Context: an optimization exercise on an open-source flow, tuned for small area. The choices shown serve that exercise and are no tape-out recipe. At most, simulation tests tie the RTL to the original design; equivalence was not proved. Power is estimated from default activity; no workload was simulated.

the previous run:
## top_module_d11
module top_module_d11(
    i_clk,
    i_reset,
    i_start,
    i_load,
    i_enc_dec,
    i_pt1,
    i_pt2,
    i_key1,
    i_key2,
    i_r,
    o_ct1,
    o_ct2,
    o_done
);
==> flow/config.mk <==
export PLATFORM = sky130hd
export DESIGN_NAME = top_module_d11
export DESIGN_NICKNAME = top_module_d11
export VERILOG_FILES = /design/flow/design.v
export SDC_FILE = /design/flow/constraint.sdc
export NUM_CORES = 4
export LEC_CHECK = 0
export ABC_AREA = 1
export CAP_MARGIN = 20
export CORE_MARGIN = 2
export CORE_UTILIZATION = 40
export CTS_BUF_LIST = sky130_fd_sc_hd__clkbuf_4
export CTS_CLUSTER_DIAMETER = 45
export CTS_CLUSTER_SIZE = 10
export SETUP_SLACK_MARGIN = 0.1
export SLEW_MARGIN = 20
==> flow/constraint.sdc <==
create_clock -name core_clock -period 6.0 [get_ports {i_clk}]
set_input_delay 1.2000 -clock core_clock [delete_from_list [all_inputs] [get_ports {i_clk}]]
set_output_delay 1.2000 -clock core_clock [all_outputs]
set_load 0.01 [all_outputs]
standard.sh (not shown) runs the stock make flow with config.mk's settings and CLKGATE_MAP_FILE= SYNTH_SCRIPT=/design/flow/synth_recipe.tcl, a recipe that flattens the netlist after the stock synthesis.
==> flow/flow/run.sh <==
#!/bin/bash
set -euo pipefail
export BUFFER_PORTS_ARGS="-buffer_cell sky130_fd_sc_hd__buf_1"
bash standard.sh > standard.log 2>&1
--- input diff the previous run..the current run ---
diff --git a/flow/design.v b/flow/design.v
--- a/flow/design.v
+++ b/flow/design.v
@@ -1173,21 +1173,21 @@
 input  i_enc_dec;
 input  i_load;
 input  [191 : 0] i_r;
 input  [63 : 0] i_pt1;
 input  [63 : 0] i_pt2;
 input  [127 : 0] i_key1;
 input  [127 : 0] i_key2;
 output wire [63 : 0] o_ct1;
 output wire [63 : 0] o_ct2;
 output wire o_done;
-localparam [2:0] P_IDLE = 3'd0, P_W0 = 3'd1, P_SP = 3'd2, P_MX = 3'd3,
+localparam [2:0] P_IDLE = 3'd0, P_SP = 3'd2, P_MX = 3'd3,
                  P_SRF = 3'd4, P_SRB = 3'd5, P_WT = 3'd6, P_BP = 3'd7;
 reg [2:0] phase;
 reg       hi;      
 reg [2:0] rm;      
 reg [4:0] cnt;
 reg [3:0] c16;
 reg [4:0] c17;
 reg       dec;
 reg       done_reg;
 reg [3:0] s1 [0:15];    
@@ -1221,20 +1221,22 @@
 wire hi_rnd = hi;
 wire r_first = ~hi & (rm == 3'd0);
 wire r_last  = hi & (rm == 3'd0);
 wire r_mid   = ~hi & (rm == 3'd5);
 wire a_en   = hi_rnd & (st_sp | st_bp);
 wire key_en = (st_sp & ~hi_rnd) | st_bp;
 wire w_en   = (r_first & st_sp) | (r_last & st_bp);
 wire use_kp = dec ^ hi;
 wire align  = (c17 == 5'd16);
 wire align16 = (c16 == 4'd15);
+wire need16 = r_first | r_last;
+wire wt_end = (phase == P_WT) & align & (need16 ? align16 : (cnt[1:0] == 2'd3));
 wire [2:0] rc_m = rm;
 wire       rc_flip = hi_rnd ^ dec;
 reg [3:0] rc_tab;
 always @(*) begin
     case ({rc_m, c17[3:0]})
         7'd16: rc_tab = 4'h1;
         7'd17: rc_tab = 4'h3;
         7'd18: rc_tab = 4'h1;
         7'd19: rc_tab = 4'h9;
         7'd20: rc_tab = 4'h8;
@@ -1375,28 +1377,35 @@
     p4 <= sm4;
 end
 wire [3:0] c1 = {^p4[3:0], ^p3[3:0], ^p2[3:0], ^p1[3:0]};
 wire [3:0] c2 = {^p4[7:4], ^p3[7:4], ^p2[7:4], ^p1[7:4]};
 wire [3:0] lk1 = st_sp ? c1 : xk1;
 wire [3:0] lk2 = st_sp ? c2 : xk2;
 function [15:0] mhat;    
     input [15:0] x;
     input        off;
     reg [3:0] col [0:3];
-    reg [3:0] t, y;
+    reg [3:0] p01, p23;
+    reg [3:0] ex [0:3];     
+    reg [3:0] y;
     integer r, b;
     begin
         col[0] = x[15:12]; col[1] = x[11:8]; col[2] = x[7:4]; col[3] = x[3:0];
-        t = col[0] ^ col[1] ^ col[2] ^ col[3];
+        p01 = col[0] ^ col[1];
+        p23 = col[2] ^ col[3];
+        ex[0] = col[1] ^ p23;
+        ex[1] = col[0] ^ p23;
+        ex[2] = col[3] ^ p01;
+        ex[3] = col[2] ^ p01;
         for (r = 0; r < 4; r = r + 1) begin
             for (b = 0; b < 4; b = b + 1)
-                y[3 - b] = t[3 - b] ^ col[(b - r - off) & 3][3 - b];
+                y[3 - b] = off ? ex[(b - r - 1) & 3][3 - b] : ex[(b - r) & 3][3 - b];
             mhat[15 - 4*r -: 4] = y;
         end
     end
 endfunction
 wire [15:0] my1 = mhat({s1[0], s1[1], s1[2], s1[3]}, mh_off);
 wire [15:0] my2 = mhat({s2[0], s2[1], s2[2], s2[3]}, mh_off);
 wire [3:0] ld4 = {4{ld}};
 wire [3:0] sh4 = {4{sh}};
 reg  [3:0] n1 [0:15];
 reg  [3:0] n2 [0:15];
@@ -1447,60 +1456,50 @@
         c17 <= align ? 5'd0 : c17 + 5'd1;
     end
 end
 always @(posedge i_clk or posedge i_reset) begin
     if (i_reset) begin
         phase <= P_IDLE;
         done_reg <= 1'b0;
     end else begin
         done_reg <= 1'b0;
         case (phase)
-            P_IDLE: if (!i_load && i_start) phase <= P_W0;
-            P_W0:   if (align && align16) phase <= P_SP;
-            P_SP:   if (cnt == 5'd16) begin
-                        if (!hi_rnd) phase <= P_MX;
-                        else if (align) phase <= P_BP;
-                        else phase <= P_WT;
-                    end
+            P_IDLE: if (!i_load && i_start) phase <= P_WT;
+            P_SP:   if (cnt == 5'd16) phase <= hi_rnd ? P_WT : P_MX;
             P_MX:   if (cnt == 5'd31) begin
                         if (!hi && !r_mid) phase <= P_SRF;
                         else phase <= P_SP;
                     end
-            P_SRF:  if (cnt == 5'd15) begin
-                        if (align) phase <= P_SP;
-                        else phase <= P_WT;
-                    end
+            P_SRF:  if (cnt == 5'd15) phase <= P_WT;
             P_SRB:  if (cnt == 5'd15) phase <= P_MX;
-            P_WT:   if (cnt[1:0] == 2'd3 && align && (!r_last || align16))
-                        phase <= hi_rnd ? P_BP : P_SP;
+            P_WT:   if (wt_end) phase <= hi_rnd ? P_BP : P_SP;
             P_BP:   if (cnt == 5'd15) begin
                         if (r_last) begin
                             phase <= P_IDLE;
                             done_reg <= 1'b1;
                         end else
                             phase <= P_SRB;
                     end
         endcase
     end
 end
 always @(posedge i_clk or posedge i_reset) begin
     if (i_reset)
         busy <= 1'b0;
     else if (!busy)
         busy <= i_start & ~i_load;
     else
         busy <= ~(st_bp & (cnt == 5'd15) & r_last);
 end
 wire phase_end = (st_sp & (cnt == 5'd16)) | (st_mx & (cnt == 5'd31)) |
                  ((st_sr | st_bp) & (cnt == 5'd15)) |
-                 ((phase == P_WT) & (cnt[1:0] == 2'd3) & align & (!r_last || align16)) |
-                 ((phase == P_W0) & align & align16);
+                 wt_end;
 always @(posedge i_clk) begin
     if (idle) begin
         cnt <= 5'd0;
         hi <= 1'b0;
         rm <= 3'd0;
     end else begin
         cnt <= phase_end ? 5'd0 : cnt + 5'd1;
         if (st_mx & (cnt == 5'd31) & r_mid)
             hi <= 1'b1;
         else if ((phase == P_SRF) & (cnt == 5'd15))
### Flow results
The previous run → the current run: number of non-clock inverters lower; first-pass GRT wire length level. The current run does worse than the previous run on smallest setup slack after layout. Compared with the previous run, the current run shows a area fraction in compound gates after synthesis that is 1.1 points lower. Between the current run and the previous run, it is the current run whose total of clock buffers placed in the layout is lower, by about 6%. Between the previous run and the current run, the flow reports cell area decreasing slightly. Going from the previous run to the current run, clock share of power grows by 5.2 points.
For the previous run, only the layout was checked, not whether the RTL still works.

-- afterwards: timing with drivers on the ports --
How much do the figures lean on ideal ports? The routed layouts below were timed once more, with nothing changed but the port constraints.
Step 1 sets driving cells, clkbuf_16 on the clock port and buf_2 on the other inputs (assumed; they add their load-dependent delay and slew).
Step 2 times the ports against the registers' clock, not the clock port: input delays grow and output delays shrink by t, the midpoint of the rising clock arrivals with the driver on.
a / b / c = no drivers / after step 1 / after step 2; a / b = the first two.
run	t (ns)	slack for setup (ns)	latest minus earliest clock arrival (ns)	worst slew at a driven data input, ns
the previous run	0.871	2.121 / 2.121 / 2.121	0.060 / 0.060	0.10
the current run	0.894	2.098 / 2.098 / 1.965	0.100 / 0.100	0.10
After both steps every run listed still meets setup and hold. The setup slack of the current run, which loses most, moves by 0.000 ns with the drivers and by -0.133 ns with both steps.
